Source: an optimization exercise on an open RTL-to-GDS flow (aim: small area and a short achievable clock period). Production flows keep margins and buffers that such runs may drop.
Function was not checked in any run shown here: the RTL went through the layout flow alone.
No activity file was given, so power comes from the tool's default toggle rates.

==> flow/design.v (outline; a module is shown in full before it is edited, if it fits) <==
// module div_uu: 10378 lines
// module g0: 5 lines
// module g1: 5 lines
// module g2: 5 lines
// module g3: 5 lines
// module g4: 5 lines
// module g5: 5 lines
// module g6: 5 lines
// module g7: 5 lines
// module g8: 5 lines
// module g9: 5 lines
// module g10: 5 lines
// module g11: 5 lines
// module g12: 5 lines
// module g13: 5 lines
// module g14: 5 lines
// module g15: 5 lines
// module g16: 5 lines
// module g17: 5 lines
// module g18: 5 lines
// module g19: 5 lines
// module g20: 5 lines
module div_uu(clk, rst, ena, iready, z, d, q, s, div0, ovf, oready);
  // ...
==> flow/flow/run.sh <==
#!/bin/bash
# Standard layout, with one change: after the standard synthesis, every
# sky130_fd_sc_hd__a21oi_2 that synthesis picked for a gate module is set
# back to sky130_fd_sc_hd__a21oi_1 (same pins and function); the later
# repair steps size up again whatever timing needs.
set -euo pipefail
bash standard.sh synth > synth.log 2>&1
R=orfs/results/${FLOW_PLATFORM}/div_uu/base
grep -c 'sky130_fd_sc_hd__a21oi_2 ' "$R/1_2_yosys.v" > downsize.log || true
sed -i 's/\bsky130_fd_sc_hd__a21oi_2 /sky130_fd_sc_hd__a21oi_1 /' "$R/1_2_yosys.v"
grep -c 'sky130_fd_sc_hd__a21oi_1 ' "$R/1_2_yosys.v" >> downsize.log || true
rm -f "$R/1_synth.odb" "$R/1_synth.sdc"
bash standard.sh finish > finish.log 2>&1
==> flow/standard.sh <==
#!/bin/bash
# synth_recipe.tcl (not shown) runs the flow's synth.tcl, then flattens the netlist and writes it again
# the make line also repeats each setting of config.mk as NAME=value (left out here)
make -C /OpenROAD-flow-scripts/flow DESIGN_CONFIG=/design/flow/config.mk WORK_HOME=/design/flow/orfs CLKGATE_MAP_FILE= SYNTH_SCRIPT=/design/flow/synth_recipe.tcl "${@:-finish}"
==> flow/config.mk <==
export PLATFORM = sky130hd
export DESIGN_NAME = div_uu
export DESIGN_NICKNAME = div_uu
export VERILOG_FILES = /design/flow/design.v
export SDC_FILE = /design/flow/constraint.sdc
export NUM_CORES = 4
export LEC_CHECK = 0
export CAP_MARGIN = 20
export CORE_MARGIN = 2
export CORE_UTILIZATION = 55
export CTS_CLUSTER_SIZE = 30
export SETUP_SLACK_MARGIN = 3.0
export SLEW_MARGIN = 20
export SYNTH_HIERARCHICAL = 1
export SYNTH_MINIMUM_KEEP_SIZE = 0
==> flow/constraint.sdc <==
create_clock -name core_clock -period 5.5 [get_ports {clk}]
set_input_delay 1.1000 -clock core_clock [delete_from_list [all_inputs] [get_ports {clk}]]
set_output_delay 1.1000 -clock core_clock [all_outputs]
set_load 0.01 [all_outputs]
==> metrics.yaml, run 1 <==
multi_input_area_share: 0.305
status: "complete, no violations"
dr_wl_met2_um: 157000
synthesis.nets: 13400
cp.required_ps: 4400
top_usage_layer: "met2"
power_leakage_nw: 69.8
setup_viol: 0
preCtsSetupSlack_ps: 1670
seqCellArea_sq_um: 92900
powerSeq_w: 0.0388
grt_pass1_vias: 95400
pg_comb_w: 0.0405
cp_max_fo: 1
worst-r2r-cell-count: 11
cts_buffers: 337
die_h_um: 520
final-clk-cell-share: 0.0628
maxCapViolations: 0
rows: 189
fin_util: 0.661
synthToLayoutAreaGrowth_pct: 19.4
pg_clk_w: 0.0224
cts_resized: 854
n_tap_cell: 3533
ir_worst_vdd_v: 0.000291
final-instance-count-excl-fill: 18100
fin_crit_ps: 2740
r2r_slack_ps: 2870
final_common_cell: "edfxtp_1"
drv_slew: 0
min_to: "X23[13]"
yosys_warnings: 7
regToRegStartpoint: "R7[1]"
swShare: 0.363
hold_viol_final: 0
numSequentialCells: 3105
io_pins: 167
==> run 2: changes to the inputs <==
--- a/flow/design.v
+++ b/flow/design.v
@@ -10364,21 +10364,88 @@
   wire n10201; g19 un10201(n10014, n10112, n10201);
   wire n10202; g18 un10202(n10144, n10201, R31[27], n10202);
   wire n10203; g20 un10203(n10017, n10135, n10203);
   wire n10204; g18 un10204(n10144, n10203, R31[28], n10204);
   wire n10205; g19 un10205(n10020, n10113, n10205);
   wire n10206; g18 un10206(n10144, n10205, R31[29], n10206);
   wire n10207; g20 un10207(n10023, n10136, n10207);
   wire n10208; g18 un10208(n10144, n10207, R31[30], n10208);
+  wire div0n = ~|{N31[31], N31[30], N31[29], N31[28], N31[27], N31[26], N31[25], N31[24], N31[23], N31[22], N31[21], N31[20], N31[19], N31[18], N31[17], N31[16], N31[15], N31[14], N31[13], N31[12], N31[11], N31[10], N31[9], N31[8], N31[7], N31[6], N31[5], N31[4], N31[3], N31[2], N31[1], N31[0]};
+  wire ovfn = O31;
+  wire n10209; g21 un10209(ena, n10144, q[0], n10209);
+  wire n10210; g21 un10210(ena, X31[0], q[1], n10210);
+  wire n10211; g21 un10211(ena, X31[1], q[2], n10211);
+  wire n10212; g21 un10212(ena, X31[2], q[3], n10212);
+  wire n10213; g21 un10213(ena, X31[3], q[4], n10213);
+  wire n10214; g21 un10214(ena, X31[4], q[5], n10214);
+  wire n10215; g21 un10215(ena, X31[5], q[6], n10215);
+  wire n10216; g21 un10216(ena, X31[6], q[7], n10216);
+  wire n10217; g21 un10217(ena, X31[7], q[8], n10217);
+  wire n10218; g21 un10218(ena, X31[8], q[9], n10218);
+  wire n10219; g21 un10219(ena, X31[9], q[10], n10219);
+  wire n10220; g21 un10220(ena, X31[10], q[11], n10220);
+  wire n10221; g21 un10221(ena, X31[11], q[12], n10221);
+  wire n10222; g21 un10222(ena, X31[12], q[13], n10222);
+  wire n10223; g21 un10223(ena, X31[13], q[14], n10223);
+  wire n10224; g21 un10224(ena, X31[14], q[15], n10224);
+  wire n10225; g21 un10225(ena, X31[15], q[16], n10225);
+  wire n10226; g21 un10226(ena, X31[16], q[17], n10226);
+  wire n10227; g21 un10227(ena, X31[17], q[18], n10227);
+  wire n10228; g21 un10228(ena, X31[18], q[19], n10228);
+  wire n10229; g21 un10229(ena, X31[19], q[20], n10229);
+  wire n10230; g21 un10230(ena, X31[20], q[21], n10230);
+  wire n10231; g21 un10231(ena, X31[21], q[22], n10231);
+  wire n10232; g21 un10232(ena, X31[22], q[23], n10232);
+  wire n10233; g21 un10233(ena, X31[23], q[24], n10233);
+  wire n10234; g21 un10234(ena, X31[24], q[25], n10234);
+  wire n10235; g21 un10235(ena, X31[25], q[26], n10235);
+  wire n10236; g21 un10236(ena, X31[26], q[27], n10236);
+  wire n10237; g21 un10237(ena, X31[27], q[28], n10237);
+  wire n10238; g21 un10238(ena, X31[28], q[29], n10238);
+  wire n10239; g21 un10239(ena, X31[29], q[30], n10239);
+  wire n10240; g21 un10240(ena, X31[30], q[31], n10240);
+  wire n10241; g21 un10241(ena, n10146, s[0], n10241);
+  wire n10242; g21 un10242(ena, n10148, s[1], n10242);
+  wire n10243; g21 un10243(ena, n10150, s[2], n10243);
+  wire n10244; g21 un10244(ena, n10152, s[3], n10244);
+  wire n10245; g21 un10245(ena, n10154, s[4], n10245);
+  wire n10246; g21 un10246(ena, n10156, s[5], n10246);
+  wire n10247; g21 un10247(ena, n10158, s[6], n10247);
+  wire n10248; g21 un10248(ena, n10160, s[7], n10248);
+  wire n10249; g21 un10249(ena, n10162, s[8], n10249);
+  wire n10250; g21 un10250(ena, n10164, s[9], n10250);
+  wire n10251; g21 un10251(ena, n10166, s[10], n10251);
+  wire n10252; g21 un10252(ena, n10168, s[11], n10252);
+  wire n10253; g21 un10253(ena, n10170, s[12], n10253);
+  wire n10254; g21 un10254(ena, n10172, s[13], n10254);
+  wire n10255; g21 un10255(ena, n10174, s[14], n10255);
+  wire n10256; g21 un10256(ena, n10176, s[15], n10256);
+  wire n10257; g21 un10257(ena, n10178, s[16], n10257);
+  wire n10258; g21 un10258(ena, n10180, s[17], n10258);
+  wire n10259; g21 un10259(ena, n10182, s[18], n10259);
+  wire n10260; g21 un10260(ena, n10184, s[19], n10260);
+  wire n10261; g21 un10261(ena, n10186, s[20], n10261);
+  wire n10262; g21 un10262(ena, n10188, s[21], n10262);
+  wire n10263; g21 un10263(ena, n10190, s[22], n10263);
+  wire n10264; g21 un10264(ena, n10192, s[23], n10264);
+  wire n10265; g21 un10265(ena, n10194, s[24], n10265);
+  wire n10266; g21 un10266(ena, n10196, s[25], n10266);
+  wire n10267; g21 un10267(ena, n10198, s[26], n10267);
+  wire n10268; g21 un10268(ena, n10200, s[27], n10268);
+  wire n10269; g21 un10269(ena, n10202, s[28], n10269);
+  wire n10270; g21 un10270(ena, n10204, s[29], n10270);
+  wire n10271; g21 un10271(ena, n10206, s[30], n10271);
+  wire n10272; g21 un10272(ena, n10208, s[31], n10272);
+  wire n10273; g21 un10273(ena, ovfn, ovf, n10273);
+  wire n10274; g21 un10274(ena, div0n, div0, n10274);
+  wire n10275; g21 un10275(ena, V31, oready, n10275);
   always @(posedge clk) begin
-    if (ena) begin
-      q <= {X31[30], X31[29], X31[28], X31[27], X31[26], X31[25], X31[24], X31[23], X31[22], X31[21], X31[20], X31[19], X31[18], X31[17], X31[16], X31[15], X31[14], X31[13], X31[12], X31[11], X31[10], X31[9], X31[8], X31[7], X31[6], X31[5], X31[4], X31[3], X31[2], X31[1], X31[0], n10144}; s <= {n10208, n10206, n10204, n10202, n10200, n10198, n10196, n10194, n10192, n10190, n10188, n10186, n10184, n10182, n10180, n10178, n10176, n10174, n10172, n10170, n10168, n10166, n10164, n10162, n10160, n10158, n10156, n10154, n10152, n10150, n10148, n10146}; ovf <= O31; div0 <= ~|{N31[31], N31[30], N31[29], N31[28], N31[27], N31[26], N31[25], N31[24], N31[23], N31[22], N31[21], N31[20], N31[19], N31[18], N31[17], N31[16], N31[15], N31[14], N31[13], N31[12], N31[11], N31[10], N31[9], N31[8], N31[7], N31[6], N31[5], N31[4], N31[3], N31[2], N31[1], N31[0]};
-    end
-    if (rst) oready <= 1'b0; else if (ena) oready <= V31;
+    q <= {n10240, n10239, n10238, n10237, n10236, n10235, n10234, n10233, n10232, n10231, n10230, n10229, n10228, n10227, n10226, n10225, n10224, n10223, n10222, n10221, n10220, n10219, n10218, n10217, n10216, n10215, n10214, n10213, n10212, n10211, n10210, n10209}; s <= {n10272, n10271, n10270, n10269, n10268, n10267, n10266, n10265, n10264, n10263, n10262, n10261, n10260, n10259, n10258, n10257, n10256, n10255, n10254, n10253, n10252, n10251, n10250, n10249, n10248, n10247, n10246, n10245, n10244, n10243, n10242, n10241}; ovf <= n10273; div0 <= n10274;
+    if (rst) oready <= 1'b0; else oready <= n10275;
   end
 endmodule
 module g0(a, y);
   input a;
   output y;
   assign y = ~(a);
 endmodule
 module g1(a, b, y);
@@ -10476,8 +10543,13 @@
   output y;
   assign y = ~(((~a) ^ b));
 endmodule
 module g20(a, b, y);
   input a, b;
   output y;
   assign y = ~(((~a) ^ (~b)));
 endmodule
+module g21(a, b, c, y);
+  input a, b, c;
+  output y;
+  assign y = (a ? b : c);
+endmodule
==> flow/flow/run.sh (replaced) <==
#!/bin/bash
# Standard layout, with one change: after the standard synthesis, the gate
# cells that synthesis sized up for each small gate module
# (sky130_fd_sc_hd__a21oi_2, mux2_4, nor2b_4) are set back to size 1 (same
# pins and function); the later repair steps size up again whatever timing
# needs.
set -euo pipefail
bash standard.sh synth > synth.log 2>&1
R=orfs/results/${FLOW_PLATFORM}/div_uu/base
for c in a21oi_2 mux2_4 nor2b_4; do
  echo "$c $(grep -c "sky130_fd_sc_hd__$c " "$R/1_2_yosys.v" || true)" >> downsize.log
done
sed -i -e 's/\bsky130_fd_sc_hd__a21oi_2 /sky130_fd_sc_hd__a21oi_1 /' \
       -e 's/\bsky130_fd_sc_hd__mux2_4 /sky130_fd_sc_hd__mux2_1 /' \
       -e 's/\bsky130_fd_sc_hd__nor2b_4 /sky130_fd_sc_hd__nor2b_1 /' "$R/1_2_yosys.v"
rm -f "$R/1_synth.odb" "$R/1_synth.sdc"
bash standard.sh finish > finish.log 2>&1
==> flow/config.mk (replaced) <==
export PLATFORM = sky130hd
export DESIGN_NAME = div_uu
export DESIGN_NICKNAME = div_uu
export VERILOG_FILES = /design/flow/design.v
export SDC_FILE = /design/flow/constraint.sdc
export NUM_CORES = 4
export LEC_CHECK = 0
export CAP_MARGIN = 20
export CORE_MARGIN = 2
export CORE_UTILIZATION = 55
export SETUP_SLACK_MARGIN = 3.0
export SLEW_MARGIN = 20
export SYNTH_HIERARCHICAL = 1
export SYNTH_MINIMUM_KEEP_SIZE = 0
==> run 2 against run 1 <==
Wire length barely moved. Cell area rose by 0.96%. Sequential share of layout area fell by 0.83 points. Flip-flop and latch count did not move. Via count rose by 0.32%. Global-route usage fell by 0.085 points. Maximum frequency rose by 4.2%. Register-to-register slack barely moved. Clock power barely moved. Utilization rose by 0.58 points. Power rose by 0.86%. Largest power group unchanged.
==> metrics.yaml, run 2 <==
dp_hpwl_um: 205000
dieWidth_um: 521
status: "complete, no violations"
yosys_warnings: 7  # unchanged
drt_wl_total_um: 303000
io_pins: 167  # unchanged
via_per_inst: 5.37
p_sw_w: 0.0374
cts_buffer_depth: 4
drt-initial-drc-count: 5900
track_usage: 0.211
overflow: 0
end_kind: "register"
nets: 14600
drive_above_1_share: 0.165
powerDensity_nw_per_um2: 580
grt_pass1_wl_um: 471000
synth_area_sq_um: 147000
regToRegStartpoint: "N24[2]"
seq_power_share: 0.378
pwr-share-clk: 0.215
holdPathStages: 0
worstMarginPinSlew_ps: 1280
design_area_sq_um: 177000
synthesis.nets: 13400  # +0.49%
clock_latency_ps: 930
worst-setup-path-type: "reg -> reg"
cp.required_ps: 6170  # +1770 ps
worst-r2r-cell-count: 12  # +1
cts.sinks: 3105
cp_slowest_stage_delay_ps: 440
dr_total_vias: 98300
swShare: 0.364  # +0.00124
hold_viol_final: 0  # unchanged
placedCellCount: 17100
final_cell_mix: "edfxtp_1 (3007), inv_1 (1571), nand2_1 (1494)"
max_slew_margin: 0.148
die_h_um: 521  # about the same
dieArea_sq_um: 271000
place_area_sq_um: 154000
cpMaxStageDelayCell: "edfxtp_1"
clk_pin_slew_ps: 60
first_pass_iters: 7
synth_cells: 13300
hold_class: "reg -> reg"
maxCapViolations: 0  # unchanged
crit_path_cell_trace: "nor2_2 > nor2_2 > a21oi_2 > buf_6 > o21ai_4 > a21oi_4 > buf_8 > clkinvlp_4 > a21oi_4 > o21ai_2 > xor2_1 > mux2i_2"
intPower_w: 0.0652
ant_nets: 0
path_depth: 12
cp-startpoint: "N24[2]"
final-instance-count-excl-fill: 18300  # +0.87%
finalClockSkew_ps: 57.4
fin_setup_tns_ps: 0
crit_buf_inv: 3
htreeDepth: 5
power_leakage_nw: 70.7  # +1.3%
drc_errors: 0
grt_pass1_vias: 95300  # -0.064%
initial_utilization: 0.553
holdWs_ps: 390
synthToLayoutAreaGrowth_pct: 20.5
crit_path_start_kind: "register"
final_common_cell: "edfxtp_1"
root_buffer: "clkbuf_16"
arrival_ps: 3300
io_buffers: 166
setup_viol: 0  # unchanged
antenna_found_initial: 1
hold_buffers: 0
fin_crit_ps: 2630  # -110 ps
avgRoutedWirePerCell_um: 16.5
grt_max_degree: 177
p_comb_frac: 0.407
fmax_mhz: 381
syn_area_per_cell_sq_um: 11.0
worstHoldStart: "X16[9]"
tritoncts: "done"
gp_congestion: 0.856
ir_worst_vdd_v: 0.000428  # +47%
core-area_sq_um: 265000
drv_slew: 0  # unchanged
rsz0062_at_grt: "true"
fin_crit_sh: 0.478
fin_util: 0.666  # +0.00577
cts_buffers: 335  # -0.59%
critPathTopFamily: "compound AO/OA/AOI/OAI gates"
cp_max_fo: 7  # +6
rows: 189  # unchanged
[run 2: worst register-to-register path, cell delays in order, from the launching register on]
cell and delay (ps):
edfxtp_1 440, nor2_2 200, nor2_2 70, a21oi_2 150, buf_6 130, o21ai_4 110, a21oi_4 220, buf_8 170
clkinvlp_4 190, a21oi_4 200, o21ai_2 70, xor2_1 170, mux2i_2 290
[run 2: timing repair]
item | CTS | global route
pin swaps | 188 | 377
gates resized for setup | 977 | 996
setup buffers | 224 | 353
setup endpoints to repair | 1123 | 984
cloned | 9 | 6
[run 2: path summary, 6_finish.rpt]
check	end	slack [ps]
worst max-delay path	R25[31]	2870
worst min-delay path	X17[10]	390
worst max register to register	R25[31]	2870
worst min register to register	X17[10]	390
[run 2: metrics by stage]
stage / total power, W / worst slack [ps]
2_1_floorplan: 0.0627 / 2740
3_3_place_gp: 0.0704 / 1670
3_5_place_dp: 0.0718 / 1640
4_1_cts: 0.0982 / 2840
5_1_grt: 0.109 / 2750
6_report: 0.103 / 2870
[run 2: routing by layer]
| metal | global-route usage | vias to the layer above | share of wire |
|---|---|---|---|
| met5 | 0 | - | 0 |
| met4 | 0.0828 | 0 | 0.040 |
| met3 | 0.0249 | 609 | 0.034 |
| met2 | 0.385 | 1725 | 0.52 |
| met1 | 0.253 | 47100 | 0.41 |
| li1 | - | 48900 | - |
[run 2: power groups by stage]
| stage | Clock [W] | Sequential (W) | Combinational (W) |
|---|---|---|---|
| after floorplan | 0 | 0.0374 | 0.0253 |
| after global placement | 0 | 0.0388 | 0.0317 |
| after detailed placement | 0 | 0.0389 | 0.0328 |
| after CTS | 0.0227 | 0.0387 | 0.0369 |
| after global routing | 0.0235 | 0.0396 | 0.0457 |
| final | 0.0221 | 0.0388 | 0.0417 |
[run 2: area by class of cell]
cell class | count | area (sq um)
fill | 19600 | 88500
antenna | 2 | 5.00
timing repair buffer | 825 | 8410
clock inverter | 187 | 1900
inverter | 1632 | 6210
multi-input combinational | 8589 | 54500
tap | 3533 | 4420
clock buffer | 426 | 8980
sequential | 3105 | 92300

[afterwards: timing with drivers on the ports]
No port has a modelled driver above. Below, the same layouts with a new extraction and two added sets of constraints. Step 1, drivers: a clkbuf_16 drives clk and a buf_2 each remaining input, both assumed. Step 2 also shifts input and output timing later by t, the mid clock arrival at the registers, as if the neighbouring blocks saw the same clock. Three values: ideal, step 1, step 2; two values: the first two.
| run | t (ns) | setup slack, ns | worst setup path at the end | latest minus earliest clock arrival (ns) | pins driven straight from the clock port |
|---|---|---|---|---|---|
| run 1 | 0.995 | 2.764 / 2.663 / 2.140 | input to register | 0.076 / 0.075 | 1 |
| run 2 | 0.996 | 2.874 / 2.874 / 2.112 | input to register | 0.059 / 0.059 | 1 |
After both steps setup and hold are still met in every run listed. For run 2, which loses most, drivers alone change the setup slack by 0.000 ns; drivers and shift together by -0.762 ns.
